Source: an optimization exercise on an open RTL-to-GDS flow (aim: small area, a short achievable clock period and few clock cycles per item). Production flows keep margins and buffers that such runs may drop. At most, simulation tests tie the RTL to the original design; equivalence was not proved. Only the layout flow was run in runs 1 and 2; the RTL was not checked for function there. Power figures rest on the tool's default switching activity, not on a simulated workload.

File: design/flow/design.v
module DMAC_FIFO #(
    parameter       DEPTH_LG2           = 4,
    parameter       DATA_WIDTH          = 32
    )
(
    input   wire                        clk,
    input   wire                        rst_n,
    output  wire                        full_o,
    input   wire                        wren_i,
    input   wire    [DATA_WIDTH-1:0]    wdata_i,
    output  wire                        empty_o,
    input   wire                        rden_i,
    output  wire    [DATA_WIDTH-1:0]    rdata_o
);
    localparam  FIFO_DEPTH              = (1<<DEPTH_LG2);
    reg     [DATA_WIDTH-1:0]            mem[FIFO_DEPTH];
    reg                                 full,       full_n,
                                        empty,      empty_n;
    reg     [DEPTH_LG2:0]               wrptr,      wrptr_n,
                                        rdptr,      rdptr_n;
    always_ff @(posedge clk)
        if (!rst_n) begin
            for (int i=0; i<FIFO_DEPTH; i++) begin
                mem[i]                      <= {DATA_WIDTH{1'b0}};
            end
        end
        else begin
            if (wren_i) begin
                mem[wrptr[DEPTH_LG2-1:0]]   <= wdata_i;
            end
        end
    always_ff @(posedge clk)
        if (!rst_n) begin
            full                        <= 1'b0;
            empty                       <= 1'b1;     
            wrptr                       <= {(DEPTH_LG2+1){1'b0}};
            rdptr                       <= {(DEPTH_LG2+1){1'b0}};
        end
        else begin
            full                        <= full_n;
            empty                       <= empty_n;
            wrptr                       <= wrptr_n;
            rdptr                       <= rdptr_n;
        end
    always_comb begin
        wrptr_n                     = wrptr;
        rdptr_n                     = rdptr;
        if (wren_i) begin
            wrptr_n                     = wrptr + 'd1;
        end
        if (rden_i) begin
            rdptr_n                     = rdptr + 'd1;
        end
        empty_n                     = (wrptr_n == rdptr_n);
        full_n                      = (wrptr_n[DEPTH_LG2]!=rdptr_n[DEPTH_LG2])
                                     &(wrptr_n[DEPTH_LG2-1:0]==rdptr_n[DEPTH_LG2-1:0]);
    end
    assign  full_o                      = full;
    assign  empty_o                     = empty;
    assign  rdata_o                     = mem[rdptr[DEPTH_LG2-1:0]];
endmodule
`timescale 1ns/1ps
module s_axi_control
#(parameter
    C_S_AXI_ADDR_WIDTH = 6,
    C_S_AXI_DATA_WIDTH = 32
)(
    input  wire                          ACLK,
    input  wire                          ARESET,
    input  wire                          ACLK_EN,
    input  wire [C_S_AXI_ADDR_WIDTH-1:0] AWADDR,
    input  wire                          AWVALID,
    output wire                          AWREADY,
    input  wire [C_S_AXI_DATA_WIDTH-1:0] WDATA,
    input  wire [C_S_AXI_DATA_WIDTH/8-1:0] WSTRB,
    input  wire                          WVALID,
    output wire                          WREADY,
    output wire [1:0]                    BRESP,
    output wire                          BVALID,
    input  wire                          BREADY,
    input  wire [C_S_AXI_ADDR_WIDTH-1:0] ARADDR,
    input  wire                          ARVALID,
    output wire                          ARREADY,
    output wire [C_S_AXI_DATA_WIDTH-1:0] RDATA,
    output wire [1:0]                    RRESP,
    output wire                          RVALID,
    input  wire                          RREADY,
    output wire                          user_start,    
    input  wire                          user_done,     
    output wire                          user_busy,
    output wire [31:0]                   byte_len,
    output wire [31:0]                   src_addr,
    output wire [31:0]                   dst_addr
);
localparam
    ADDR_USER_CTRL       = 6'h10,
    ADDR_BYTE_LEN_DATA   = 6'h14,
    ADDR_SRC_DATA        = 6'h18,
    ADDR_DST_DATA        = 6'h1c;
reg         aw_held;                     
reg         bvalid;
reg  [3:0]  wsel;                        
wire        w_hs;
wire [31:0] wmask;
assign AWREADY = !aw_held & !bvalid;
assign WREADY  = aw_held;
assign BVALID  = bvalid;
assign BRESP   = 2'b00;
assign w_hs    = WVALID & aw_held;
assign wmask   = { {8{WSTRB[3]}}, {8{WSTRB[2]}}, {8{WSTRB[1]}}, {8{WSTRB[0]}} };
always @(posedge ACLK) begin
    if (ARESET) begin
        aw_held <= 1'b0;
        bvalid  <= 1'b0;
        wsel    <= 4'd0;
    end else begin
        if (AWVALID & AWREADY) begin
            aw_held <= 1'b1;
            wsel    <= { AWADDR[5:0] == ADDR_DST_DATA,
                         AWADDR[5:0] == ADDR_SRC_DATA,
                         AWADDR[5:0] == ADDR_BYTE_LEN_DATA,
                         AWADDR[5:0] == ADDR_USER_CTRL };
        end
        if (w_hs) begin
            aw_held <= 1'b0;
            bvalid  <= 1'b1;
        end else if (BREADY) begin
            bvalid  <= 1'b0;
        end
    end
end
reg  [31:0] byte_len_reg;
reg  [31:0] src_addr_reg;
reg  [31:0] dst_addr_reg;
reg         start_f;
reg         done_f;
reg         idle_f;
always @(posedge ACLK) begin
    if (ARESET) begin
        byte_len_reg <= 32'd0;
        src_addr_reg <= 32'd0;
        dst_addr_reg <= 32'd0;
    end else if (w_hs) begin
        if (wsel[1]) byte_len_reg <= (WDATA & wmask) | (byte_len_reg & ~wmask);
        if (wsel[2]) src_addr_reg <= (WDATA & wmask) | (src_addr_reg & ~wmask);
        if (wsel[3]) dst_addr_reg <= (WDATA & wmask) | (dst_addr_reg & ~wmask);
    end
end
assign user_start = w_hs & wsel[0] & WSTRB[0] & WDATA[0] & !start_f;
assign user_busy  = start_f;
assign byte_len   = byte_len_reg;
assign src_addr   = src_addr_reg;
assign dst_addr   = dst_addr_reg;
reg         rvalid;
reg  [31:0] rdata;
wire        ar_hs;
wire [5:0]  raddr;
wire        rd_ctrl;
assign ARREADY = !rvalid;
assign RVALID  = rvalid;
assign RDATA   = rdata;
assign RRESP   = 2'b00;
assign ar_hs   = ARVALID & !rvalid;
assign raddr   = ARADDR[5:0];
assign rd_ctrl = ar_hs & (raddr == ADDR_USER_CTRL);
always @(posedge ACLK) begin
    if (ARESET) begin
        rvalid <= 1'b0;
        rdata  <= 32'd0;
    end else begin
        if (ar_hs)
            rvalid <= 1'b1;
        else if (RREADY)
            rvalid <= 1'b0;
        if (ar_hs) begin
            case (raddr)
                ADDR_USER_CTRL:     rdata[2:0] <= { idle_f, done_f | user_done, start_f & !user_done };
                ADDR_BYTE_LEN_DATA: rdata      <= byte_len_reg;
                ADDR_SRC_DATA:      rdata      <= src_addr_reg;
                ADDR_DST_DATA:      rdata      <= dst_addr_reg;
                default: ;
            endcase
        end
    end
end
always @(posedge ACLK) begin
    if (ARESET) begin
        start_f <= 1'b0;
        done_f  <= 1'b0;
        idle_f  <= 1'b0;
    end else begin
        if (user_start)
            start_f <= 1'b1;
        else if (user_done)
            start_f <= 1'b0;
        done_f  <= (done_f | user_done) & !rd_ctrl;
        idle_f  <= !start_f;
    end
end
endmodule
`timescale 1ns/1ps
module DMAC_ENGINE
(
    input   wire                clk,
    input   wire                rst_n,   
    input   wire    [31:0]      src_addr_i,
    input   wire    [31:0]      dst_addr_i,
    input   wire    [31:0]      byte_len_i,
    input   wire                start_i,     
    output  wire                done_o,      
    output  wire    [31:0]      awaddr_o,
    output  wire    [7:0]       awlen_o,
    output  wire                awvalid_o,
    input   wire                awready_i,
    output  wire    [255:0]     wdata_o,
    output  wire                wlast_o,
    output  wire                wvalid_o,
    input   wire                wready_i,
    input   wire                bvalid_i,
    output  wire    [31:0]      araddr_o,
    output  wire    [7:0]       arlen_o,
    output  wire                arvalid_o,
    input   wire                arready_i,
    input   wire    [255:0]     rdata_i,
    input   wire                rlast_i,
    input   wire                rvalid_i,
    output  wire                rready_o
);
    reg                 s_ar,        
                        s_aw,        
                        s_nx,        
                        s_wb;        
    reg     [18:0]      bcnt;        
    reg     [18:0]      hi;          
    reg     [7:0]       len;         
    reg     [1:0]       wout;        
    wire    [18:0]      nfull   = byte_len_i[31:13];     
    wire    [7:0]       nlast   = byte_len_i[12:5];      
    wire                at_last = (bcnt == nfull);
    wire                ar_hs   = s_ar & arready_i;
    wire                aw_hs   = s_aw & awready_i;
    wire    [18:0]      hi_sum  = (s_ar ? dst_addr_i[31:13] : src_addr_i[31:13]) + bcnt;
    wire                fin     = (wout == 2'd0) | ((wout == 2'd1) & bvalid_i);
    wire                idle    = !(s_ar | s_aw | s_nx | s_wb);
    always @(posedge clk) begin
        if (!rst_n) begin
            s_ar    <= 1'b0;
            s_aw    <= 1'b0;
            s_nx    <= 1'b0;
            s_wb    <= 1'b0;
            bcnt    <= 19'd0;
            hi      <= 19'd0;
            len     <= 8'd0;
            wout    <= 2'd0;
        end else begin
            if (idle | ar_hs | s_nx)
                hi      <= hi_sum;
            if (idle | s_nx)
                len     <= at_last ? nlast - 8'd1 : 8'hFF;
            if (start_i)
                s_ar    <= 1'b1;
            if (ar_hs) begin
                s_ar    <= 1'b0;
                s_aw    <= 1'b1;
            end
            if (aw_hs) begin
                s_aw    <= 1'b0;
                if (at_last) begin
                    s_wb    <= 1'b1;
                end else begin
                    s_nx    <= 1'b1;
                    bcnt    <= bcnt + 19'd1;
                end
            end
            if (s_nx) begin
                if (at_last & (nlast == 8'd0)) begin
                    s_nx    <= 1'b0;
                    s_wb    <= 1'b1;
                end else if (wout != 2'd3) begin
                    s_nx    <= 1'b0;
                    s_ar    <= 1'b1;
                end
            end
            if (s_wb & fin) begin
                s_wb    <= 1'b0;
                bcnt    <= 19'd0;
            end
            wout <= wout + {1'b0, aw_hs} - {1'b0, bvalid_i};
        end
    end
    assign done_o    = s_wb & fin;
    assign araddr_o  = { hi, src_addr_i[12:5], 5'd0 };
    assign awaddr_o  = { hi, dst_addr_i[12:5], 5'd0 };
    assign arlen_o   = len;
    assign awlen_o   = arlen_o;
    assign arvalid_o = s_ar;
    assign awvalid_o = s_aw;
    assign wdata_o   = rdata_i;
    assign wlast_o   = rlast_i;
    assign wvalid_o  = rvalid_i;
    assign rready_o  = wready_i;
endmodule
`timescale 1ns / 1ps
module DMAC_TOP #(
  parameter integer C_S_AXI_CONTROL_ADDR_WIDTH = 12 ,
  parameter integer C_S_AXI_CONTROL_DATA_WIDTH = 32
)(
    input  wire                                    ap_clk,
    input  wire                                    ap_rstn,
    input  wire                                    s_axi_control_awvalid,
    output wire                                    s_axi_control_awready,
    input  wire [C_S_AXI_CONTROL_ADDR_WIDTH-1:0]   s_axi_control_awaddr ,
    input  wire                                    s_axi_control_wvalid ,
    output wire                                    s_axi_control_wready ,
    input  wire [C_S_AXI_CONTROL_DATA_WIDTH-1:0]   s_axi_control_wdata  ,
    input  wire [C_S_AXI_CONTROL_DATA_WIDTH/8-1:0] s_axi_control_wstrb  ,
    input  wire                                    s_axi_control_arvalid,
    output wire                                    s_axi_control_arready,
    input  wire [C_S_AXI_CONTROL_ADDR_WIDTH-1:0]   s_axi_control_araddr ,
    output wire                                    s_axi_control_rvalid ,
    input  wire                                    s_axi_control_rready ,
    output wire [C_S_AXI_CONTROL_DATA_WIDTH-1:0]   s_axi_control_rdata  ,
    output wire [2-1:0]                            s_axi_control_rresp  ,
    output wire                                    s_axi_control_bvalid ,
    input  wire                                    s_axi_control_bready ,
    output wire [2-1:0]                            s_axi_control_bresp  ,
    output  wire    [3:0]       m_axi_awid,
    output  wire    [31:0]      m_axi_awaddr,
    output  wire    [7:0]       m_axi_awlen,
    output  wire    [2:0]       m_axi_awsize,
    output  wire    [1:0]       m_axi_awburst,
    output  wire                m_axi_awvalid,
    input   wire                m_axi_awready,
    output  wire                m_axi_awlock,
    output  wire    [3:0]       m_axi_awcache,
    output  wire    [2:0]       m_axi_awprot,
    output  wire    [3:0]       m_axi_awqos,
    output  wire    [3:0]       m_axi_awregion,
    output  wire    [255:0]      m_axi_wdata,
    output  wire    [31:0]       m_axi_wstrb,
    output  wire                m_axi_wlast,
    output  wire                m_axi_wvalid,
    input   wire                m_axi_wready,
    input   wire    [3:0]       m_axi_bid,
    input   wire    [1:0]       m_axi_bresp,
    input   wire                m_axi_bvalid,
    output  wire                m_axi_bready,
    output  wire    [3:0]       m_axi_arid,
    output  wire    [31:0]      m_axi_araddr,
    output  wire    [7:0]       m_axi_arlen,
    output  wire    [2:0]       m_axi_arsize,
    output  wire    [1:0]       m_axi_arburst,
    output  wire                m_axi_arvalid,
    input   wire                m_axi_arready,
    output  wire                m_axi_arlock,
    output  wire    [3:0]       m_axi_arcache,
    output  wire    [2:0]       m_axi_arprot,
    output  wire    [3:0]       m_axi_arqos,
    output  wire    [3:0]       m_axi_arregion,
    input   wire    [3:0]       m_axi_rid,
    input   wire    [255:0]      m_axi_rdata,
    input   wire    [1:0]       m_axi_rresp,
    input   wire                m_axi_rlast,
    input   wire                m_axi_rvalid,
    output  wire                m_axi_rready
);
    wire                        user_start,
                                user_done,
                                user_busy;
    wire    [31:0]              src_addr,
                                dst_addr;
    wire    [31:0]              byte_len;
    assign m_axi_awlock    = 1'b0;
    assign m_axi_awcache   = 4'd0;
    assign m_axi_awprot    = 3'd0;
    assign m_axi_awqos     = 4'd0;
    assign m_axi_awregion  = 4'd0;
    assign m_axi_arlock    = 1'b0;
    assign m_axi_arcache   = 4'd0;
    assign m_axi_arprot    = 3'd0;
    assign m_axi_arqos     = 4'd0;
    assign m_axi_arregion  = 4'd0;
    assign m_axi_awid      = 4'd0;
    assign m_axi_arid      = 4'd0;
    assign m_axi_awsize    = 3'b101;         
    assign m_axi_awburst   = 2'b01;          
    assign m_axi_arsize    = 3'b101;
    assign m_axi_arburst   = 2'b01;
    assign m_axi_wstrb     = 32'hFFFF_FFFF;
    assign m_axi_bready    = 1'b1;
    s_axi_control #(
        .C_S_AXI_ADDR_WIDTH ( C_S_AXI_CONTROL_ADDR_WIDTH ),
        .C_S_AXI_DATA_WIDTH ( C_S_AXI_CONTROL_DATA_WIDTH )
    ) inst_control_s_axi (
        .ACLK      ( ap_clk                ),
        .ARESET    ( !ap_rstn              ),
        .ACLK_EN   ( 1'b1                  ),
        .AWVALID   ( s_axi_control_awvalid ),
        .AWREADY   ( s_axi_control_awready ),
        .AWADDR    ( s_axi_control_awaddr  ),
        .WVALID    ( s_axi_control_wvalid  ),
        .WREADY    ( s_axi_control_wready  ),
        .WDATA     ( s_axi_control_wdata   ),
        .WSTRB     ( s_axi_control_wstrb   ),
        .ARVALID   ( s_axi_control_arvalid ),
        .ARREADY   ( s_axi_control_arready ),
        .ARADDR    ( s_axi_control_araddr  ),
        .RVALID    ( s_axi_control_rvalid  ),
        .RREADY    ( s_axi_control_rready  ),
        .RDATA     ( s_axi_control_rdata   ),
        .RRESP     ( s_axi_control_rresp   ),
        .BVALID    ( s_axi_control_bvalid  ),
        .BREADY    ( s_axi_control_bready  ),
        .BRESP     ( s_axi_control_bresp   ),
        .user_start( user_start            ),
        .user_done ( user_done             ),
        .user_busy ( user_busy             ),
        .byte_len  ( byte_len              ),
        .src_addr  ( src_addr              ),
        .dst_addr  ( dst_addr              )
    );
    DMAC_ENGINE u_engine (
        .clk        ( ap_clk        ),
        .rst_n      ( ap_rstn       ),
        .src_addr_i ( src_addr      ),
        .dst_addr_i ( dst_addr      ),
        .byte_len_i ( byte_len      ),
        .start_i    ( user_start    ),
        .done_o     ( user_done     ),
        .awaddr_o   ( m_axi_awaddr  ),
        .awlen_o    ( m_axi_awlen   ),
        .awvalid_o  ( m_axi_awvalid ),
        .awready_i  ( m_axi_awready ),
        .wdata_o    ( m_axi_wdata   ),
        .wlast_o    ( m_axi_wlast   ),
        .wvalid_o   ( m_axi_wvalid  ),
        .wready_i   ( m_axi_wready  ),
        .bvalid_i   ( m_axi_bvalid  ),
        .araddr_o   ( m_axi_araddr  ),
        .arlen_o    ( m_axi_arlen   ),
        .arvalid_o  ( m_axi_arvalid ),
        .arready_i  ( m_axi_arready ),
        .rdata_i    ( m_axi_rdata   ),
        .rlast_i    ( m_axi_rlast   ),
        .rvalid_i   ( m_axi_rvalid  ),
        .rready_o   ( m_axi_rready  )
    );
endmodule
File: design/flow/flow/run.sh
#!/bin/bash
# The standard layout (standard.sh: unchanged synthesis, floorplan, power grid and
# routing), with these settings changed:
#  - the port buffers that global placement inserts are buf_1 cells, not the
#    slow delay-buffer cell buffer_ports picks by default;
#  - clock tree synthesis uses clkbuf_4/clkbuf_8, clusters of at most 12 sinks within 40 um, and adds no dummy loads;
#  - timing repair aims for 5.9 ns of setup slack instead of 0, so it sizes and
#    buffers paths down toward the 4 ns that the port delays leave.
# The clock, its period and the I/O constraints are the standard flow's, untouched.
set -euo pipefail
export BUFFER_PORTS_ARGS="-buffer_cell sky130_fd_sc_hd__buf_1"
export CTS_ARGS="-sink_clustering_enable -sink_clustering_size 12 -sink_clustering_max_diameter 40 -repair_clock_nets -dont_use_dummy_load -buf_list {sky130_fd_sc_hd__clkbuf_4 sky130_fd_sc_hd__clkbuf_8}"
export SETUP_SLACK_MARGIN=5.9
bash standard.sh finish > standard.log 2>&1
File: design/flow/standard.sh
#!/bin/bash
# synth_recipe.tcl (not shown) runs the flow's synth.tcl, then flattens the netlist and writes it again
# the make line also repeats each setting of config.mk as NAME=value (left out here)
make -C /OpenROAD-flow-scripts/flow DESIGN_CONFIG=/design/flow/config.mk WORK_HOME=/design/flow/orfs CLKGATE_MAP_FILE= SYNTH_SCRIPT=/design/flow/synth_recipe.tcl "${@:-finish}"
File: design/flow/config.mk
export PLATFORM = sky130hd
export DESIGN_NAME = DMAC_TOP
export DESIGN_NICKNAME = DMAC_TOP
export VERILOG_FILES = /design/flow/design.v
export SDC_FILE = /design/flow/constraint.sdc
export NUM_CORES = 4
export LEC_CHECK = 0
export CAP_MARGIN = 20
export CORE_AREA = 2 2 288 288
export DIE_AREA = 0 0 290 290
export PLACE_DENSITY = 0.6
export SLEW_MARGIN = 20
File: design/flow/constraint.sdc
create_clock -name core_clock -period 10.0 [get_ports {ap_clk}]
set_input_delay 2.0000 -clock core_clock [delete_from_list [all_inputs] [get_ports {ap_clk}]]
set_output_delay 2.0000 -clock core_clock [all_outputs]
set_load 0.01 [all_outputs]
==> reports/metrics.csv, run 1 <==
metric;value;unit
status;finished clean;
hold path endpoint;inst_control_s_axi.idle_f;
worst min path class;reg2reg;
power share of the clock group;0.327;
Max Root-Sink Buffers;2;
core area;0.08081;sq mm
initial core utilization;0.1544;
endpoints failing hold;0;
LEAKAGE;0.004074;uW
Mapped Area;0.01248;sq mm
flop-to-flop setup slack;6.73;ns
hold depth;1;
Startpoint Class;primary input;
P per Cell Area;106.3;mW/mm^2
Final GP Congestion;0.7767;
worst vdd ir;0.08060;mV
Async SR Flop Fraction;0;
Post-synth EDFFs;0;
Synth Instances;1535;
fmax;0.2499;GHz
Synth cell types;67;
Synth warnings;2;
clk_skew;0.03384;ns
hold buffers post-CTS;0;
Setup crit end kind;output port;
die area;0.08410;sq mm
Via density;3.845;
initial antenna violation count;17;
Global Route Usage Sum;0.1013;
fraction of layout instances using a drive strength above 1;0.04386;
Num CTS Buffers;17;
Int Power;935.2;uW
Worst EP required;8.00;ns
total gr overflow;0;
CTS root buf;clkbuf_8;
Clk pin slew, worst setup/hold paths;0.07;ns
via count;9356;
Final period util;0.4001;
htree depth;4;
Most used DFF post-synth;dfxtp_1;
Combinational Power Share;0.067;
port buffer count;166;
Worst R2R Path Depth;9;
syn_area_per_cell;8.128;sq um
final setup violating endpoints;0;
Fin Setup TNS;0;ns
worst-path maximum fanout;1;
# fillers;9249;
Sw Ratio;0.2597;
IO Pins;806;
vias in the first global route;8397;
wire per inst;18.49;um
FF-to-FF Start;u_engine.s_ar;
clock latency on the worst-skew pair;0.52;ns
hold path startpoint;inst_control_s_axi.start_f;
max-cap violations;0;
FF-to-FF End;u_engine.hi[15];
Iter 0 DRT Violations;643;
hpwl dp;34800;um
drt pass-1 iters;5;
Final Max Slew Viols;0;
largest net degree at the start of global routing;107;
clk sink count;190;
Rows;104;
Total Nets Final;1734;
commonest non-fill, non-tap cell in the layout;nand2_1;
Slew headroom;0.3512;
min Tclk post-route;4.001;ns
WL final;45000;um
net switching power;328.2;uW
area grow syn2layout;-4.703;%
Post-CTS Setup Bufs;0;
Slew @ Worst Pin;0.9732;ns
antenna-violating nets left;0;
commonest non-fill, non-tap cells in the layout;nand2_1 (300), dfxtp_1 (190), buf_1 (164), a21boi_0 (133), conb_1 (97);
RSZ-0062 raised after global routing;no;
CTS tree;done;
# DRC;0;
sequential area share after synthesis;0.3049;
part of the power in registers;0.606;
Worst EP arrival;2.00;ns
global-route wire length before repair;61620;um
critical setup path kind;in2out;
Die Y;290;um
Power, Total;1263;uW
flop and latch count out of synthesis;190;
die width;290;um
## power groups by stage
stage               clock network [uW]  registers (uW)  logic (uW)
floorplan                            0             782         225
global placement                     0             784        82.9
detailed placement                   0             784        83.1
CTS                                432             766        83.3
global route                       456             767        92.6
finish                             413             766        84.4
## how the worst max path moves through the flow
stage,startpoint,end,slack (ns),depth (start not counted)
floorplan,m_axi_wready,m_axi_rready,5.90,1
global placement,s_axi_control_araddr[5],inst_control_s_axi.rdata[19],5.39,6
detailed placement,s_axi_control_araddr[5],inst_control_s_axi.rdata[19],5.38,6
CTS,s_axi_control_araddr[5],inst_control_s_axi.rdata[19],5.94,6
global route,s_axi_control_araddr[5],inst_control_s_axi.rdata[19],5.90,6
finish,m_axi_rdata[158],m_axi_wdata[158],6.00,0
## stage by stage
| step | util | std cells | hold slack, ns | setup slack, ns | instance area (sq um) |
|---|---|---|---|---|---|
| final | 0.1471 | 2433 | 0.4468 | 5.999 | 11890 |
| after global routing | 0.1470 | 2428 | 0.4671 | 5.902 | 11880 |
| after CTS | 0.1468 | 2427 | 0.4415 | 5.938 | 11870 |
| after detailed placement | 0.1440 | 2410 | 0.4292 | 5.384 | 11630 |
| after global placement | 0.1440 | 2410 | 0.4262 | 5.389 | 11630 |
| after floorplan | - | 1630 | 0.4060 | 5.904 | 13810 |
## area by class of cell
cell class	instances	area, sq um	area share
timing repair buffer	172	673.1	0.05661
antenna	5	12.51	0.001052
clock buffer	17	234.0	0.01968
sequential	190	3804	0.3199
tap	1060	1326	0.1115
multi-input combinational	970	5769	0.4852
inverter	19	71.32	0.005998
## cells in the mapped netlist, drive strengths merged (3+ instances only)
cell / number / area (sq um)
or3: 6 / 37.54
mux2: 20 / 225.2
ha: 22 / 275.3
a21oi: 36 / 180.2
nor2: 35 / 131.4
nand2: 300 / 1126
a31oi: 7 / 43.79
a211oi: 4 / 30.03
o31ai: 4 / 30.03
nor3: 5 / 25.02
a2111oi: 5 / 62.56
a21boi: 133 / 998.5
dfxtp: 190 / 3804
inv: 19 / 71.32
mux2i: 35 / 350.3
nand3: 24 / 120.1
o211a: 4 / 40.04
o211ai: 35 / 262.8
xnor2: 18 / 157.7
xor2: 27 / 236.5
o21a: 8 / 60.06
nand4: 22 / 137.6
nand2b: 8 / 50.05
or4: 4 / 30.03
nor2b: 8 / 50.05
buf: 410 / 3050
o21ai: 28 / 140.1
nor4: 6 / 37.54
and3: 12 / 83.83
and2: 15 / 93.84
clkbuf: 42 / 158.9
o41ai: 3 / 26.28
a21o: 9 / 67.56
## cells by family (layout without fill, tap and decap cells)
logic type                 count (synthesis)  in the layout  share of synthesized area
AOI/OAI and AO/OA                        293            293                     0.1678
muxes                                     55             55                    0.04613
adders and majority gates                 23             23                    0.02367
and+or+nand+nor                          456            457                     0.1625
other                                      2            102                  0.0006019
xor gates and xnor gates                  45             45                    0.03159
buffers and inverters                    471            208                     0.2629
DFF                                      190            190                     0.3049
## routing by layer
metal | routed length, um | track usage | share of wire | vias to the layer above
met3 | 5891 | 0.05928 | 0.13 | 154
met2 | 18440 | 0.1421 | 0.41 | 512
met5 | 218 | 0.007374 | 0.0048 | -
li1 | - | - | - | 4344
met1 | 18510 | 0.1212 | 0.41 | 4322
met4 | 1942 | 0.04954 | 0.043 | 24
## what timing repair did
action	in CTS	in global routing
hold endpoints to repair	0	0
resized for setup	0	1
endpoints found under the setup margin	0	24
==> run 2: changes to the inputs <==
--- a/design/flow/flow/run.sh
+++ b/design/flow/flow/run.sh
@@ -5,3 +5,3 @@
 #    slow delay-buffer cell buffer_ports picks by default;
-#  - clock tree synthesis uses clkbuf_4/clkbuf_8, clusters of at most 12 sinks within 40 um, and adds no dummy loads;
+#  - clock tree synthesis uses clkbuf_8/clkbuf_16 and adds no dummy loads;
 #  - timing repair aims for 5.9 ns of setup slack instead of 0, so it sizes and
@@ -11,3 +11,3 @@
 export BUFFER_PORTS_ARGS="-buffer_cell sky130_fd_sc_hd__buf_1"
-export CTS_ARGS="-sink_clustering_enable -sink_clustering_size 12 -sink_clustering_max_diameter 40 -repair_clock_nets -dont_use_dummy_load -buf_list {sky130_fd_sc_hd__clkbuf_4 sky130_fd_sc_hd__clkbuf_8}"
+export CTS_ARGS="-sink_clustering_enable -repair_clock_nets -dont_use_dummy_load -buf_list {sky130_fd_sc_hd__clkbuf_8 sky130_fd_sc_hd__clkbuf_16}"
 export SETUP_SLACK_MARGIN=5.9
==> run 2 against run 1 <==
Effect of this change:
- clock-buffer cell count stayed put
- total power rose by 13%
- still clean
- clock power increased by about 40%
- critical endpoint is now m_axi_wdata[246]
==> reports/metrics.csv, run 2 <==
metric;value;unit
die area;0.08410;sq mm
min Tclk post-route;4.002;ns
CTS tree;done;
WL met2;18430;um
max-cap violations;0;
count leader, synth;buf_4;
hpwl dp;34800;um
vias in the first global route;8404;
fmax;0.2499;GHz
critical setup path kind;in2out;
Mapped Area;0.01248;sq mm
worst-path maximum fanout;1;
WL final;44940;um
worst min path class;reg2reg;
sequential area share after synthesis;0.3049;
clk sink count;190;
P per Cell Area;118.0;mW/mm^2
Max Root-Sink Buffers;2;
Async SR Flop Fraction;0;
Total Nets Final;1736;
Global Route Usage Sum;0.1015;
Num CTS Buffers;17;
area grow syn2layout;-2.968;%
Commonest cells post-synth;buf_4 (399), nand2_1 (300), dfxtp_1 (190);
wire per inst;18.46;um
Iter 0 DRT Violations;685;
Most used DFF post-synth;dfxtp_1;
htree depth;4;
status;finished clean;
Die Y;290;um
Synth Instances;1535;
largest net degree at the start of global routing;107;
global-route wire length before repair;61670;um
commonest non-fill, non-tap cells in the layout;nand2_1 (300), dfxtp_1 (190), buf_1 (164), a21boi_0 (133), conb_1 (97);
Final Cell Area;0.01211;sq mm
worst vdd ir;0.1161;mV
core area;0.08081;sq mm
clock latency on the worst-skew pair;0.46;ns
Rows;104;
IO Pins;806;
CTS root buf;clkbuf_16;
leading area contributor after synthesis;dfxtp_1;
Final period util;0.4002;
initial antenna violation count;17;
syn_area_per_cell;8.128;sq um
Post-synth EDFFs;0;
fraction of layout instances using a drive strength above 1;0.04526;
drt pass-1 iters;5;
Via density;3.842;
Area after DPL;0.01163;sq mm
via count;9351;
antenna-violating nets left;0;
Setup crit end kind;output port;
M1 WL;18570;um
Slew headroom;0.3558;
Worst EP required;8.00;ns
# fillers;9232;
Post-Place Cells;2410;
clk_skew;0.02239;ns
commonest non-fill, non-tap cell in the layout;nand2_1;
Startpoint Class;primary input;
die width;290;um
Synth warnings;2;
Clk pin slew, worst setup/hold paths;0.06;ns
Fin Setup TNS;0;ns
# DRC;0;
Setup WS post-layout;5.998;ns
final setup violating endpoints;0;
RSZ-0062 raised after global routing;no;
LEAKAGE;0.004173;uW
top routing layer used;met5;
share of the synthesized area in the top cell type;0.3049;
total gr overflow;0;
Final Max Slew Viols;0;
Synth cell types;67;
Slew @ Worst Pin;0.9662;ns
flop and latch count out of synthesis;190;
synth top area cells;dfxtp_1 (30%), buf_4 (24%), nand2_1 (9.0%);
DP Worst Slack;5.384;ns
initial core utilization;0.1544;
Worst EP arrival;2.00;ns
fin cells;2434;
port buffer count;166;
endpoints failing hold;0;
WL met3;5762;um
Final GP Congestion;0.7767;
## run 2: cell counts after synthesis
No cell type changed its count.
## run 2: layout make-up
class	count	area [sq um]	share of cell area
multi-input cells	970	5769	0.4765
flip-flops and latches	190	3804	0.3142
diodes	4	10.01	0.0008268
inverters	19	71.32	0.005891
well taps	1060	1326	0.1095
repair buffers	174	700.7	0.05788
clock buffers	17	425.4	0.03514
## run 2: what timing repair did
item / CTS / global route
gates resized for setup: 0 / 1
setup endpoints to repair: 3 / 29
hold buffers: 0 / 0
pin swaps: 1 / 1
endpoints found under the hold margin: 0 / 0
gates cloned: 0 / 1
setup buffers: 0 / 2
## run 2: path summary, 6_finish.rpt
check | startpoint | to | slack, ns | cells past startpoint
hold reg to reg | inst_control_s_axi.start_f | inst_control_s_axi.idle_f | 0.44 | 1
setup / recovery | m_axi_rdata[246] | m_axi_wdata[246] | 6.00 | 0
hold / removal | inst_control_s_axi.start_f | inst_control_s_axi.idle_f | 0.44 | 1
setup reg to reg | u_engine.s_ar | u_engine.hi[15] | 6.74 | 9
## run 2: logic make-up after synthesis
| kind of cell | Yosys count | synth area share |
|---|---|---|
| buf+inv | 471 | 0.2629 |
| simple gates | 456 | 0.1625 |
| compound gates | 293 | 0.1678 |
| flops | 190 | 0.3049 |
| mux | 55 | 0.04613 |
| xor+xnor | 45 | 0.03159 |
| fa+ha+maj | 23 | 0.02367 |
| other cells | 2 | 0.0006019 |
## run 2: power breakdown
part / internal [uW] / switching, uW / total, uW
registers: 761 / 5.61 / 766
logic: 24.8 / 59.8 / 84.6
clock network: 296 / 282 / 578
## run 2: stage by stage
stage	power [uW]	util	hold slack (ns)
global route	1483	0.1497	0.4639
global placement	866.6	0.1440	0.4262
CTS	1449	0.1492	0.4388
floorplan	1006	-	0.4060
finish	1429	0.1498	0.4443
detailed placement	866.8	0.1440	0.4292
## run 2: routing by layer
metal  up-vias  track usage
li1       4344            -
met3       151      0.05821
met2       488       0.1424
met5         -     0.007374
met1      4346       0.1212
met4        22      0.05259
==> run 3: changes to the inputs <==
--- a/design/flow/design.v
+++ b/design/flow/design.v
@@ -103,3 +103,2 @@
 wire        w_hs;
-wire [31:0] wmask;
 assign AWREADY = !aw_held & !bvalid;
@@ -109,3 +108,2 @@
 assign w_hs    = WVALID & aw_held;
-assign wmask   = { {8{WSTRB[3]}}, {8{WSTRB[2]}}, {8{WSTRB[1]}}, {8{WSTRB[0]}} };
 always @(posedge ACLK) begin
@@ -142,6 +140,8 @@
         dst_addr_reg <= 32'd0;
-    end else if (w_hs) begin
-        if (wsel[1]) byte_len_reg <= (WDATA & wmask) | (byte_len_reg & ~wmask);
-        if (wsel[2]) src_addr_reg <= (WDATA & wmask) | (src_addr_reg & ~wmask);
-        if (wsel[3]) dst_addr_reg <= (WDATA & wmask) | (dst_addr_reg & ~wmask);
+    end else begin
+        for (int b = 0; b < 4; b++) begin
+            if (w_hs & wsel[1] & WSTRB[b]) byte_len_reg[b*8 +: 8] <= WDATA[b*8 +: 8];
+            if (w_hs & wsel[2] & WSTRB[b]) src_addr_reg[b*8 +: 8] <= WDATA[b*8 +: 8];
+            if (w_hs & wsel[3] & WSTRB[b]) dst_addr_reg[b*8 +: 8] <= WDATA[b*8 +: 8];
+        end
     end
@@ -165,2 +165,6 @@
 assign rd_ctrl = ar_hs & (raddr == ADDR_USER_CTRL);
+wire   rd_len  = ar_hs & (raddr == ADDR_BYTE_LEN_DATA);
+wire   rd_src  = ar_hs & (raddr == ADDR_SRC_DATA);
+wire   rd_dst  = ar_hs & (raddr == ADDR_DST_DATA);
+wire   rd_keep = !(rd_ctrl | rd_len | rd_src | rd_dst);
 always @(posedge ACLK) begin
@@ -174,11 +178,7 @@
             rvalid <= 1'b0;
-        if (ar_hs) begin
-            case (raddr)
-                ADDR_USER_CTRL:     rdata[2:0] <= { idle_f, done_f | user_done, start_f & !user_done };
-                ADDR_BYTE_LEN_DATA: rdata      <= byte_len_reg;
-                ADDR_SRC_DATA:      rdata      <= src_addr_reg;
-                ADDR_DST_DATA:      rdata      <= dst_addr_reg;
-                default: ;
-            endcase
-        end
+        rdata <= ({32{rd_len}}  & byte_len_reg)
+               | ({32{rd_src}}  & src_addr_reg)
+               | ({32{rd_dst}}  & dst_addr_reg)
+               | ({32{rd_keep}} & rdata)
+               | ({32{rd_ctrl}} & {rdata[31:3], idle_f, done_f | user_done, start_f & !user_done});
     end
@@ -234,3 +234,3 @@
     reg     [18:0]      hi;          
-    reg     [7:0]       len;         
+    reg                 last;        
     reg     [1:0]       wout;        
@@ -252,3 +252,3 @@
             hi      <= 19'd0;
-            len     <= 8'd0;
+            last    <= 1'b0;
             wout    <= 2'd0;
@@ -258,3 +258,3 @@
             if (idle | s_nx)
-                len     <= at_last ? nlast - 8'd1 : 8'hFF;
+                last    <= at_last;
             if (start_i)
@@ -267,3 +267,3 @@
                 s_aw    <= 1'b0;
-                if (at_last) begin
+                if (last) begin
                     s_wb    <= 1'b1;
@@ -293,3 +293,3 @@
     assign awaddr_o  = { hi, dst_addr_i[12:5], 5'd0 };
-    assign arlen_o   = len;
+    assign arlen_o   = last ? nlast - 8'd1 : 8'hFF;
     assign awlen_o   = arlen_o;
==> design/flow/flow/run.sh (replaced) <==
#!/bin/bash
# The standard layout (standard.sh: unchanged synthesis, floorplan, power grid and
# routing), with these settings changed:
#  - the port buffers that global placement inserts are buf_1 cells, not the
#    slow delay-buffer cell buffer_ports picks by default;
#  - clock tree synthesis uses clkbuf_4/clkbuf_8 and adds no dummy loads;
#  - timing repair aims for 6.0 ns of setup slack instead of 0, so it sizes and
#    buffers paths down toward the 4 ns that the port delays leave.
# The clock, its period and the I/O constraints are the standard flow's, untouched.
set -euo pipefail
export BUFFER_PORTS_ARGS="-buffer_cell sky130_fd_sc_hd__buf_1"
export CTS_ARGS="-sink_clustering_enable -repair_clock_nets -dont_use_dummy_load -buf_list {sky130_fd_sc_hd__clkbuf_4 sky130_fd_sc_hd__clkbuf_8}"
export SETUP_SLACK_MARGIN=6.0
bash standard.sh finish > standard.log 2>&1
==> run 3 against run 2 <==
Effect of this change:
- cell count shrank 2.2%
- non-clock buffer count grew 5
- area after synthesis shrank 6.7%
- core utilization shrank 1.1 points
- clock power shrank 31%
- sequential power shrank 3.9%
- synthesized cell count shrank 4.0%
- still clean
- routed wire length shrank 3.1%
- first-iteration DRC count shrank 32%
- clock skew grew 0.017 ns
==> reports/metrics.csv, run 3 <==
metric;value;unit
Worst R2R Path Depth;12;
max-cap violations;0;
Startpoint Class;register;
Iter 0 DRT Violations;468;
commonest non-fill, non-tap cells in the layout;nand2_1 (255), dfxtp_1 (180), a21oi_1 (161), buf_1 (161), nor2_1 (117);
clk_skew;0.03977;ns
largest net degree at the start of global routing;84;
die area;0.08410;sq mm
fmax;0.2493;GHz
antenna-violating nets left;0;
Fin Setup TNS;0;ns
Global Route Usage Sum;0.09990;
total gr overflow;0;
status;finished clean;
Synth Area in Compound Gates;0.1156;
endpoints failing hold;0;
htree depth;4;
hold depth;1;
Sw Ratio;0.2576;
global-route wire length before repair;59800;um
Max Root-Sink Buffers;2;
syn_area_per_cell;7.899;sq um
Via density;3.678;
CTS root buf;clkbuf_8;
CTS tree;done;
commonest non-fill, non-tap cell in the layout;nand2_1;
Clk pin slew, worst setup/hold paths;0.08;ns
Synth warnings;2;
Async SR Flop Fraction;0;
Synth Instances;1474;
part of the power in registers;0.610;
proportion of synthesized area in mux cells;0.05813;
clock latency on the worst-skew pair;0.52;ns
worst min path class;reg2reg;
Post-Synth Simple-Gate Area;0.1662;
Total Nets Final;1683;
die width;290;um
net switching power;310.4;uW
count leader, synth;buf_4;
# fillers;9350;
Worst EP arrival;2.01;ns
Post-synth EDFFs;0;
Buf/Inv on CP;1;
Reg area;0.003670;sq mm
power share of the clock group;0.329;
xor-xnor portion of the synthesized cell area;0.04212;
synth top area cells;dfxtp_1 (31%), buf_4 (26%), nand2_1 (8.3%);
LEAKAGE;0.003679;uW
fraction of layout instances using a drive strength above 1;0.08200;
share of the synthesized area in the top cell type;0.3146;
wire per inst;18.29;um
Slew @ Worst Pin;0.9771;ns
Int Power;894.8;uW
crit path max-delay cell type;or3_4;
Combinational Power Share;0.060;
# DRC;0;
port buffer count;166;
hold buffers post-CTS;0;
Num CTS Buffers;17;
critical setup path kind;reg2out;
DP Worst Slack;5.679;ns
sequential area share after synthesis;0.3146;
IO Pins;806;
Slew headroom;0.3486;
Commonest cells post-synth;buf_4 (399), nand2_1 (257), dfxtp_1 (183);
hpwl dp;34040;um
largest family of logic cells by synthesized area;buffers and inverters;
via count;8757;
RSZ-0062 raised after global routing;yes;
vias in the first global route;8162;
Final Max Slew Viols;0;
Setup crit end kind;output port;
min Tclk post-route;4.011;ns
core area;0.08081;sq mm
final setup violating endpoints;0;
Synth cell types;54;
drt pass-1 iters;5;
flop and latch count out of synthesis;183;
initial core utilization;0.1441;
area grow syn2layout;-3.901;%
Worst EP required;8.00;ns
P per Cell Area;107.7;mW/mm^2
Multi-input gate area;0.005165;sq mm
Rows;104;
worst-path maximum fanout;3;
Die Y;290;um
clk sink count;183;
worst vdd ir;0.1189;mV
Setup WS post-layout;5.989;ns
Final GP Congestion;0.7945;
top cell family by delay on the critical path;simple AND/OR/NAND/NOR gates;
leading area contributor after synthesis;dfxtp_1;
Most used DFF post-synth;dfxtp_1;
Mapped Area;0.01164;sq mm
Final period util;0.4011;
WL final;43540;um
initial antenna violation count;13;
Crit path depth;6;
slowest stage delay, CP;0.39;ns
CP Cell Sequence;or3_4, nor3_4, nor3b_2, xnor2_1, nand2_1, buf_2;
adder-cell area share of the yosys netlist;0.02536;
-- run 3: cell types whose count changed in the layout (fill, tap and decap cells not counted), moves of 17 or more --
cell / previous run / this run
a22oi_1: 1 / 29
nor2_1: 34 / 117
mux2i_1: 35 / 7
nand2_1: 300 / 255
a21boi_0: 133 / 1
a21oi_1: 36 / 161
clkbuf_8: 0 / 17
clkbuf_16: 17 / 0
xnor2_1: 18 / 37
mux2_2: 20 / 47
o211ai_1: 35 / 3
-- run 3: worst reg2reg max path: cells and delay by family (launching register included) --
kind | cells | cell delay (ns)
buf+inv | 2 | 0.45
simple gates | 2 | 0.40
mux | 1 | 0.33
fa+ha+maj | 2 | 0.63
flops | 1 | 0.48
compound gates | 5 | 1.24
-- run 3: cells by family (layout without fill, tap and decap cells) --
kind of cell | Yosys count | after routing
AOI/OAI and AO/OA | 233 | 233
other | 2 | 101
adders and majority gates | 23 | 23
muxes | 58 | 58
xor gates and xnor gates | 56 | 56
and+or+nand+nor | 458 | 458
buffers and inverters | 461 | 209
DFF | 183 | 183
-- run 3: cell type report --
class / count / share of cell area
clock buffers: 17 / 0.02091
flip-flops and latches: 183 / 0.3280
multi-input cells: 925 / 0.4616
inverters: 13 / 0.004585
repair buffers: 179 / 0.06553
diodes: 4 / 0.0008946
well taps: 1060 / 0.1185
-- run 3: path summary, 6_finish.rpt --
kind / startpoint / to / slack, ns
worst max-delay path: inst_control_s_axi.byte_len_reg[5] / m_axi_awlen[7] / 5.99
worst min-delay path: inst_control_s_axi.start_f / inst_control_s_axi.idle_f / 0.45
worst max register to register: u_engine.s_ar / u_engine.hi[18] / 6.35
worst min register to register: inst_control_s_axi.start_f / inst_control_s_axi.idle_f / 0.45
-- run 3: layer usage --
| layer | vias to the layer above | track usage | part of all wire |
|---|---|---|---|
| met1 | 4041 | 0.1176 | 0.41 |
| li1 | 4063 | - | - |
| met5 | - | 0.01078 | 0.0053 |
| met3 | 135 | 0.05614 | 0.12 |
| met4 | 20 | 0.05246 | 0.046 |
| met2 | 498 | 0.1424 | 0.41 |
-- run 3: repair_timing --
item / in CTS / in global routing
buffers inserted: 4 / 1
pin swaps: 2 / 2
setup endpoints to repair: 265 / 264
gates resized for setup: 16 / 4
-- run 3: power by group through the flow --
stage	Clock (uW)	Sequential, uW	Combinational (uW)
after floorplan	0	750	214
after global placement	0	753	72.8
after detailed placement	0	753	73.3
after CTS	417	736	73.1
after global routing	436	737	80.4
final	397	736	72.6
-- run 3: metrics by stage --
| stage | hold WS, ns | cell area (sq um) | utilization | std cells | power [uW] |
|---|---|---|---|---|---|
| final | 0.4478 | 11190 | 0.1385 | 2381 | 1205 |
| after floorplan | 0.3975 | 12970 | - | 1569 | 963.4 |
| after CTS | 0.4564 | 11160 | 0.1381 | 2376 | 1226 |
| after detailed placement | 0.4401 | 10850 | 0.1342 | 2355 | 826.3 |
| after global placement | 0.4386 | 10850 | 0.1342 | 2355 | 825.6 |
| after global routing | 0.4697 | 11180 | 0.1384 | 2378 | 1253 |
Testbench counts of run 3, summed over its fixed seeds: cycles 9,168, beats 6,955.
==> run 4: changes to the inputs <==
--- a/design/flow/flow/run.sh
+++ b/design/flow/flow/run.sh
@@ -6,2 +6,3 @@
 #  - clock tree synthesis uses clkbuf_4/clkbuf_8 and adds no dummy loads;
+#  - the constant outputs share one tie cell per value instead of one each;
 #  - timing repair aims for 6.0 ns of setup slack instead of 0, so it sizes and
@@ -13,2 +14,3 @@
 export SETUP_SLACK_MARGIN=6.0
+export SKIP_REPAIR_TIE_FANOUT=1
 bash standard.sh finish > standard.log 2>&1
--- a/design/flow/config.mk
+++ b/design/flow/config.mk
@@ -10,3 +10,3 @@
 export DIE_AREA = 0 0 290 290
-export PLACE_DENSITY = 0.6
+export PLACE_DENSITY = 0.8
 export SLEW_MARGIN = 20
==> run 4 against run 3 <==
Effect of this change:
- via count increased by 1.2%
- global-route usage increased by 0.38 points
- design area decreased by 3.2%
- total power increased by 0.53%
- setup slack improved by 0.0012 ns
- clock-buffer cell count unchanged
- non-clock buffer count unchanged
==> reports/metrics.csv, run 4 <==
metric;value;unit
Rows;104;
Iter 0 DRT Violations;602;
max-cap violations;0;
Worst R2R Path Depth;12;
CP Cell Sequence;or3_4, nor3_4, nor3b_2, xnor2_1, nand2_1, buf_2;
Reg area;0.003666;sq mm
slowest stage delay, CP;0.42;ns
critical setup path kind;reg2out;
endpoints failing hold;0;
largest net degree at the start of global routing;86;
fmax;0.2494;GHz
Fin Setup TNS;0;ns
Startpoint Class;register;
worst min path class;reg2reg;
IO Pins;806;
Worst EP required;8.00;ns
min Tclk post-route;4.010;ns
hold path endpoint;inst_control_s_axi.idle_f;
Total Nets Final;1588;
FF-to-FF Start;u_engine.s_ar;
P per Cell Area;111.9;mW/mm^2
via count;8858;
WL final;44830;um
total gr overflow;0;
crit path max-delay cell type;or3_4;
wire per inst;19.61;um
hpwl dp;35180;um
sequential area share after synthesis;0.3146;
Most used DFF post-synth;dfxtp_1;
Multi-input gate area;0.004806;sq mm
Die Y;290;um
die width;290;um
initial antenna violation count;21;
leading area contributor after synthesis;dfxtp_1;
antenna-violating nets left;0;
Final GP Congestion;0.8408;
Worst EP arrival;2.01;ns
synth top area cells;dfxtp_1 (31%), buf_4 (26%), nand2_1 (8.3%);
hold buffers post-CTS;0;
area grow syn2layout;-6.974;%
Via density;3.875;
FF-to-FF End;u_engine.hi[18];
Clk pin slew, worst setup/hold paths;0.10;ns
Post-synth EDFFs;0;
share of the synthesized area in the top cell type;0.3146;
# fillers;9254;
Synth warnings;2;
Synth cell types;54;
CTS tree;done;
RSZ-0062 raised after global routing;yes;
commonest non-fill, non-tap cells in the layout;nand2_1 (256), dfxtp_1 (181), a21oi_1 (161), buf_1 (160), nor2_1 (117);
clk_skew;0.04748;ns
htree depth;4;
hold path startpoint;inst_control_s_axi.start_f;
LEAKAGE;0.003385;uW
flop and latch count out of synthesis;183;
core area;0.08081;sq mm
Max Root-Sink Buffers;2;
syn_area_per_cell;7.899;sq um
status;finished clean;
port buffer count;166;
# DRC;0;
Slew headroom;0.3562;
Synth Instances;1474;
hold depth;1;
clock latency on the worst-skew pair;0.51;ns
final setup violating endpoints;0;
fraction of layout instances using a drive strength above 1;0.08674;
Async SR Flop Fraction;0;
Num CTS Buffers;17;
global-route wire length before repair;62070;um
die area;0.08410;sq mm
CTS root buf;clkbuf_8;
Mapped Area;0.01164;sq mm
clk sink count;183;
drt pass-1 iters;7;
worst-path maximum fanout;5;
count leader, synth;buf_4;
vias in the first global route;8284;
commonest non-fill, non-tap cell in the layout;nand2_1;
Setup crit end kind;output port;
worst vdd ir;0.1169;mV
Commonest cells post-synth;buf_4 (399), nand2_1 (257), dfxtp_1 (183);
initial core utilization;0.1441;
Slew @ Worst Pin;0.9657;ns
flop-to-flop setup slack;6.22;ns
Global Route Usage Sum;0.1037;
Final Util;0.1340;
Final Max Slew Viols;0;
Final period util;0.4010;
## run 4: cell types whose count changed in the layout (fill, tap and decap cells not counted), sizes merged
cell	change
conb	-95
## run 4: worst max path at each step
stage / slack [ns] / to / startpoint / cells after the start
after detailed placement: 5.74 / u_engine.hi[17] / ap_rstn / 7
after global placement: 5.75 / u_engine.hi[17] / ap_rstn / 7
after global routing: 5.89 / m_axi_awlen[7] / inst_control_s_axi.byte_len_reg[5] / 6
after CTS: 5.93 / m_axi_awlen[7] / inst_control_s_axi.byte_len_reg[6] / 6
after floorplan: 5.90 / m_axi_rready / m_axi_wready / 1
final: 5.99 / m_axi_awlen[7] / inst_control_s_axi.byte_len_reg[5] / 6
## run 4: area by class of cell
class | count | area share
Timing Repair Buffer | 179 | 0.06815
Inverter | 13 | 0.004736
Multi-Input combinational cell | 830 | 0.4437
Tap cell | 1060 | 0.1224
Sequential cell | 183 | 0.3385
Antenna cell | 4 | 0.0009241
Clock buffer | 17 | 0.02160
## run 4: worst max-delay path, delay by kind of cell, from the launching register on
kind                   cells  cell delay, ns
XOR/XNOR                   1            0.13
AND/OR/NAND/NOR            4            0.85
flip-flops                 1            0.34
buffers and inverters      1            0.20
## run 4: kinds of logic (layout without fill, tap and decap cells)
| group | Yosys count | in the layout | share of synthesized area |
|---|---|---|---|
| other | 2 | 6 | 0.0006450 |
| multiplexers | 58 | 58 | 0.05813 |
| buffers and inverters | 461 | 209 | 0.2772 |
| AND/OR/NAND/NOR | 458 | 458 | 0.1662 |
| flip-flops | 183 | 183 | 0.3146 |
| XOR/XNOR | 56 | 56 | 0.04212 |
| AO/OA/AOI/OAI | 233 | 233 | 0.1156 |
| adder cells (fa/ha/maj) | 23 | 23 | 0.02536 |
## run 4: report_power, final
group | internal (uW) | switching [uW] | leakage, uW
combinational | 14.8 | 59.8 | 0.00179
sequential | 731 | 3.44 | 0.00148
clock | 151 | 252 | 0.000122
total | 896 | 315 | 0.00338
## run 4: per-stage QoR
step                      hold WS, ns  worst slack [ns]  std cells  total power, uW  cell area, sq um
after floorplan                0.3975             5.904       1474            963.4             12620
after global placement         0.4226             5.754       2262            825.1             10510
after detailed placement       0.4262             5.744       2263            826.0             10520
after CTS                      0.4416             5.934       2282             1232             10800
after global routing           0.4601             5.888       2284             1261             10830
final                          0.4395             5.990       2286             1212             10830
## run 4: layer usage
metal,vias to the layer above,GRT usage,share of wire
met1,4063,0.1216,0.40
li1,3978,-,-
met2,601,0.1472,0.41
met3,186,0.05691,0.13
met5,-,0.005672,0.0052
met4,30,0.06034,0.058
## run 4: timing repair
item,CTS,global route
gates resized for setup,12,7
pin swaps,1,1
setup endpoints to repair,265,267
setup buffers,2,0
==> run 5: changes to the inputs <==
--- a/design/flow/config.mk
+++ b/design/flow/config.mk
@@ -10,3 +10,3 @@
 export DIE_AREA = 0 0 290 290
-export PLACE_DENSITY = 0.8
+export PLACE_DENSITY = 0.6
 export SLEW_MARGIN = 20
==> run 5 against run 4 <==
Effect of this change:
- setup slack got worse by 0.024 ns
- largest cell class unchanged
- area after synthesis unchanged
- still clean on timing, DRC and antenna
- critical path type unchanged
- first-iteration DRC count decreased by 20%
- sequential cell count unchanged
- total power increased by 0.23%
==> reports/metrics.csv, run 5 <==
metric;value;unit
status;finished clean;
largest net degree at the start of global routing;61;
hold path startpoint;inst_control_s_axi.dst_addr_reg[1];
crit path max-delay cell type;or3_4;
Worst R2R Path Depth;10;
Via density;3.808;
wire per inst;18.93;um
hold path endpoint;inst_control_s_axi.dst_addr_reg[1];
Synth cell types;54;
hold depth;2;
clock latency on the worst-skew pair;0.53;ns
Final GP Congestion;0.7960;
CTS tree;done;
port buffer count;166;
worst vdd ir;0.1188;mV
synth top area cells;dfxtp_1 (31%), buf_4 (26%), nand2_1 (8.3%);
via count;8717;
vias in the first global route;8162;
commonest non-fill, non-tap cell in the layout;nand2_1;
min Tclk post-route;4.034;ns
count leader, synth;buf_4;
clk sink count;183;
RSZ-0062 raised after global routing;yes;
CTS root buf;clkbuf_8;
Fin Setup TNS;0;ns
Global Route Usage Sum;0.1001;
Post-synth EDFFs;0;
share of the synthesized area in the top cell type;0.3146;
FF-to-FF End;u_engine.hi[17];
max-cap violations;0;
Worst EP required;8.00;ns
CP Cell Sequence;or3_4, nor3_4, nor3b_2, xnor2_1, nand2_1, buf_2;
sequential area share after synthesis;0.3146;
fraction of layout instances using a drive strength above 1;0.09217;
Mapped Area;0.01164;sq mm
Rows;104;
FF-to-FF Start;u_engine.s_ar;
Clk pin slew, worst setup/hold paths;0.07;ns
endpoints failing hold;0;
WL final;43340;um
Max Root-Sink Buffers;2;
Power, Total;1214;uW
worst min path class;reg2reg;
fmax;0.2479;GHz
syn_area_per_cell;7.899;sq um
Synth Instances;1474;
Slew @ Worst Pin;1.045;ns
commonest non-fill, non-tap cells in the layout;nand2_1 (256), dfxtp_1 (181), a21oi_1 (161), buf_1 (159), nor2_1 (117);
flop-to-flop setup slack;6.60;ns
leading area contributor after synthesis;dfxtp_1;
global-route wire length before repair;60230;um
Num CTS Buffers;17;
Most used DFF post-synth;dfxtp_1;
drt pass-1 iters;7;
initial antenna violation count;12;
die area;0.08410;sq mm
initial core utilization;0.1441;
clk_skew;0.04358;ns
Commonest cells post-synth;buf_4 (399), nand2_1 (257), dfxtp_1 (183);
Async SR Flop Fraction;0;
flop and latch count out of synthesis;183;
antenna-violating nets left;0;
hold buffers post-CTS;0;
Final period util;0.4034;
htree depth;4;
Slew headroom;0.3033;
# DRC;0;
# fillers;9344;
LEAKAGE;0.003406;uW
Die Y;290;um
critical setup path kind;reg2out;
P per Cell Area;111.7;mW/mm^2
Synth warnings;2;
Startpoint Class;register;
total gr overflow;0;
Final Max Slew Viols;0;
die width;290;um
hpwl dp;33880;um
final setup violating endpoints;0;
core area;0.08081;sq mm
IO Pins;806;
Total Nets Final;1592;
slowest stage delay, CP;0.40;ns
worst-path maximum fanout;3;
area grow syn2layout;-6.651;%
Iter 0 DRT Violations;480;
Setup crit end kind;output port;
Worst EP arrival;2.03;ns
run 5: cell counts after synthesis:
Identical to the previous run, type by type.
run 5: logic make-up (layout without fill, tap and decap cells):
group | after synthesis | count (layout) | share of synthesized area
XOR/XNOR | 56 | 56 | 0.04212
flip-flops | 183 | 183 | 0.3146
AND/OR/NAND/NOR | 458 | 458 | 0.1662
AO/OA/AOI/OAI | 233 | 233 | 0.1156
buffers and inverters | 461 | 213 | 0.2772
adder cells (fa/ha/maj) | 23 | 23 | 0.02536
multiplexers | 58 | 58 | 0.05813
other | 2 | 5 | 0.0006450
run 5: worst max-delay path, delay by kind of cell (launching register included):
| kind | cells | cell delay, ns |
|---|---|---|
| XOR/XNOR | 1 | 0.14 |
| buffers and inverters | 1 | 0.19 |
| flip-flops | 1 | 0.36 |
| AND/OR/NAND/NOR | 4 | 0.83 |
run 5: how the worst max path moves through the flow:
stage                                       startpoint                            to  slack [ns]  depth (start not counted)
floorplan                                 m_axi_wready                  m_axi_rready        5.90                          1
global placement               s_axi_control_araddr[2]  inst_control_s_axi.rdata[10]        5.78                          7
detailed placement             s_axi_control_araddr[2]  inst_control_s_axi.rdata[22]        5.78                          7
CTS                 inst_control_s_axi.byte_len_reg[6]                m_axi_arlen[7]        5.91                          6
global route        inst_control_s_axi.byte_len_reg[6]                m_axi_arlen[7]        5.86                          6
finish              inst_control_s_axi.byte_len_reg[6]                m_axi_arlen[7]        5.97                          6
run 5: metal layers:
layer  vias up  share of wire  GRT usage
li1       3990              -          -
met1      4045           0.41     0.1174
met2       529           0.41     0.1435
met3       143           0.13    0.05630
met4        10          0.048    0.05373
met5         -         0.0015   0.002836
run 5: area by class of cell:
type,instances,area [sq um],share of cell area
multi-input combinational,830,4813,0.4428
sequential,183,3671,0.3377
tap,1060,1326,0.1220
timing repair buffer,183,765.7,0.07045
clock buffer,17,234.0,0.02153
inverter,13,51.30,0.004720
antenna,3,7.507,0.0006907
run 5: timing repair:
| action | in CTS | in global routing |
|---|---|---|
| buffers inserted | 7 | 1 |
| endpoints found under the setup margin | 265 | 265 |
| gates resized for setup | 20 | 0 |
| pin swaps | 4 | 3 |
run 5: report_power, final:
| part | leakage, uW | switching [uW] | internal [uW] |
|---|---|---|---|
| clock network | 0.000122 | 254 | 150 |
| registers | 0.00148 | 3.78 | 730 |
| logic | 0.00181 | 61.3 | 14.8 |
run 5: stage by stage:
step / util / instances / worst slack, ns / hold slack (ns) / cell area [sq um]
2_1_floorplan: - / 1474 / 5.904 / 0.3975 / 12620
3_3_place_gp: 0.1300 / 2261 / 5.785 / 0.4401 / 10510
3_5_place_dp: 0.1300 / 2261 / 5.779 / 0.4416 / 10510
4_1_cts: 0.1343 / 2285 / 5.907 / 0.4561 / 10850
5_1_grt: 0.1345 / 2288 / 5.865 / 0.4767 / 10870
6_report: 0.1345 / 2289 / 5.966 / 0.4545 / 10870
==> run 6: changes to the inputs <==
--- a/design/flow/config.mk
+++ b/design/flow/config.mk
@@ -8,4 +8,4 @@
 export CAP_MARGIN = 20
-export CORE_AREA = 2 2 288 288
-export DIE_AREA = 0 0 290 290
+export CORE_AREA = 2 2 278 278
+export DIE_AREA = 0 0 280 280
 export PLACE_DENSITY = 0.6
==> run 6 against run 5 <==
Effect of this change:
- largest power group unchanged
- clock skew down 0.0065 ns
- global-route usage up 1.2 points
- register-to-register slack lost 0.18 ns
- highest routed layer unchanged
- maximum frequency is 1.7% lower
- routed wire length up 4.1%
- still clean on timing, DRC and antenna
- sequential power about the same
==> reports/metrics.csv, run 6 <==
metric;value;unit
status;finished clean;
Synth cell types;54;
hpwl dp;35470;um
syn_area_per_cell;7.899;sq um
CP Cell Sequence;or3_4, nor3_4, nor3b_2, xnor2_1, nand2_1, buf_2;
Post-Place Cells;2181;
Via density;3.943;
endpoints failing hold;0;
Multi-input gate area;0.004836;sq mm
drt pass-1 iters;5;
Buf/Inv on CP;1;
Num CTS Buffers;17;
count leader, synth;buf_4;
Reg area;0.003669;sq mm
critical setup path kind;reg2out;
area grow syn2layout;-7.372;%
# fillers;8711;
Post-synth EDFFs;0;
CTS tree;done;
fraction of layout instances using a drive strength above 1;0.09291;
worst-path maximum fanout;4;
Most used DFF post-synth;dfxtp_1;
final setup violating endpoints;0;
Die Y;280;um
fin cells;2208;
Power, Total;1231;uW
clk_skew;0.03707;ns
hold path endpoint;inst_control_s_axi.idle_f;
LEAKAGE;0.003402;uW
fmax;0.2436;GHz
Total Nets Final;1593;
worst min path class;reg2reg;
Final period util;0.4105;
FF-to-FF End;u_engine.hi[17];
Synth Instances;1474;
die width;280;um
min Tclk post-route;4.105;ns
Async SR Flop Fraction;0;
commonest non-fill, non-tap cells in the layout;nand2_1 (256), dfxtp_1 (181), a21oi_1 (161), buf_1 (161), nor2_1 (116);
antenna-violating nets left;0;
vias in the first global route;8344;
via count;8707;
hold depth;1;
RSZ-0062 raised after global routing;yes;
commonest non-fill, non-tap cell in the layout;nand2_1;
crit path max-delay cell type;or3_4;
flop-to-flop setup slack;6.42;ns
Worst R2R Path Depth;10;
port buffer count;166;
Mapped Area;0.01164;sq mm
initial antenna violation count;10;
clk sink count;183;
Startpoint Class;register;
WL final;45130;um
Setup crit end kind;output port;
share of the synthesized area in the top cell type;0.3146;
FF-to-FF Start;u_engine.s_ar;
largest net degree at the start of global routing;93;
initial core utilization;0.1538;
hold buffers post-CTS;0;
hold path startpoint;inst_control_s_axi.start_f;
Commonest cells post-synth;buf_4 (399), nand2_1 (257), dfxtp_1 (183);
CTS root buf;clkbuf_8;
# DRC;0;
Final Max Slew Viols;0;
Clk pin slew, worst setup/hold paths;0.10;ns
Iter 0 DRT Violations;687;
global-route wire length before repair;62440;um
sequential area share after synthesis;0.3146;
max-cap violations;0;
htree depth;4;
P per Cell Area;114.1;mW/mm^2
Final GP Congestion;0.7999;
Max Root-Sink Buffers;2;
wire per inst;20.44;um
top cell family by delay on the critical path;simple AND/OR/NAND/NOR gates;
Slew @ Worst Pin;1.066;ns
Global Route Usage Sum;0.1124;
IO Pins;806;
Slew headroom;0.2894;
Synth warnings;2;
core area;0.07570;sq mm
Fin Setup TNS;0;ns
clock latency on the worst-skew pair;0.50;ns
leading area contributor after synthesis;dfxtp_1;
Worst EP arrival;2.10;ns
synth top area cells;dfxtp_1 (31%), buf_4 (26%), nand2_1 (8.3%);
Worst EP required;8.00;ns
Rows;101;
total gr overflow;0;
flop and latch count out of synthesis;183;
hold_ws;0.4484;ns
die area;0.07840;sq mm
worst vdd ir;0.06840;mV
slowest stage delay, CP;0.40;ns
[run 6: cell types whose count changed in the layout (fill, tap and decap cells not counted), sizes merged]
cell,change
buf,+1
[run 6: stage by stage]
| stage | utilization | instance area, sq um | setup slack (ns) |
|---|---|---|---|
| 3_5_place_dp | 0.1377 | 10420 | 5.316 |
| 3_3_place_gp | 0.1377 | 10420 | 5.348 |
| 6_report | 0.1425 | 10790 | 5.895 |
| 5_1_grt | 0.1424 | 10780 | 5.811 |
| 2_1_floorplan | - | 12620 | 5.904 |
| 4_1_cts | 0.1413 | 10690 | 5.867 |
[run 6: worst register-to-register path, cell delays in order (launching register included)]
cell      delay [ns]
dfxtp_1         0.58
mux2i_1         0.79
inv_1           0.12
ha_1            0.35
a211oi_1        0.24
o21bai_1        0.15
a311oi_2        0.45
o31ai_2         0.14
nor3b_1         0.17
or4_1           0.50
nand3_1         0.08
[run 6: logic make-up after synthesis]
logic type      share of synthesized area
buf+inv                            0.2772
flops                              0.3146
compound gates                     0.1156
other cells                     0.0006450
fa+ha+maj                         0.02536
simple gates                       0.1662
mux                               0.05813
xor+xnor                          0.04212
[run 6: worst max-delay path by stage]
stage,cells past startpoint,slack [ns],startpoint,to
floorplan,1,5.90,m_axi_wready,m_axi_rready
global placement,8,5.35,s_axi_control_araddr[1],inst_control_s_axi.rdata[21]
detailed placement,8,5.32,s_axi_control_araddr[1],inst_control_s_axi.rdata[16]
CTS,6,5.87,inst_control_s_axi.byte_len_reg[5],m_axi_arlen[7]
global route,6,5.81,inst_control_s_axi.byte_len_reg[5],m_axi_arlen[7]
finish,6,5.90,inst_control_s_axi.byte_len_reg[5],m_axi_arlen[7]
[run 6: area by class of cell]
cell class | count | area share
Sequential cell | 183 | 0.3401
Antenna cell | 3 | 0.0006961
Multi-Input combinational cell | 830 | 0.4484
Timing Repair Buffer | 184 | 0.07088
Tap cell | 978 | 0.1135
Clock buffer | 17 | 0.02169
Inverter | 13 | 0.004756
[run 6: routing by layer]
layer	wire [um]	part of all wire	global-route usage
met5	140	0.0031	0.01063
met2	17940	0.40	0.1556
met4	2158	0.048	0.05553
met1	19350	0.43	0.1405
met3	5549	0.12	0.05771
[run 6: timing repair]
| item | 4_1_cts | 5_1_grt |
|---|---|---|
| resized for setup | 11 | 7 |
| setup buffers | 0 | 7 |
| pin swaps | 1 | 2 |
| endpoints found under the setup margin | 281 | 263 |
[run 6: where the power goes]
part | internal [uW] | total (uW) | switching, uW
clock network | 151 | 419 | 268
registers | 730 | 734 | 3.41
logic | 14.7 | 77.8 | 63.1

[port drivers added, routing unchanged]
The results above use ideal ports. As a check the final layouts listed here were re-extracted and re-timed, cells and wires unchanged.
Step 1 sets driving cells, clkbuf_16 on the clock port and buf_2 on the other inputs (assumed; they add their load-dependent delay and slew).
Step 2 moves the port delays by t, midway between the first and last clock arrival at a register: inputs arrive t later, outputs are due t later. That takes back most of the time a late clock gives input paths.
a / b / c = no drivers / after step 1 / after step 2; a / b = the first two.
run	t, ns	setup slack, ns	worst data-port slew with drivers (ns)
run 1	0.552	5.999 / 5.878 / 5.539	0.17
run 2	0.495	5.998 / 5.877 / 5.611	0.17
run 3	0.553	5.989 / 5.875 / 5.710	0.17
run 4	0.541	5.990 / 5.883 / 5.792	0.16
run 5	0.556	5.966 / 5.851 / 5.673	0.21
run 6	0.538	5.895 / 5.839 / 5.649	0.27
After both steps setup and hold are still met in every run listed. The setup slack of run 1, which loses most, moves by -0.121 ns with the drivers and by -0.460 ns with both steps.
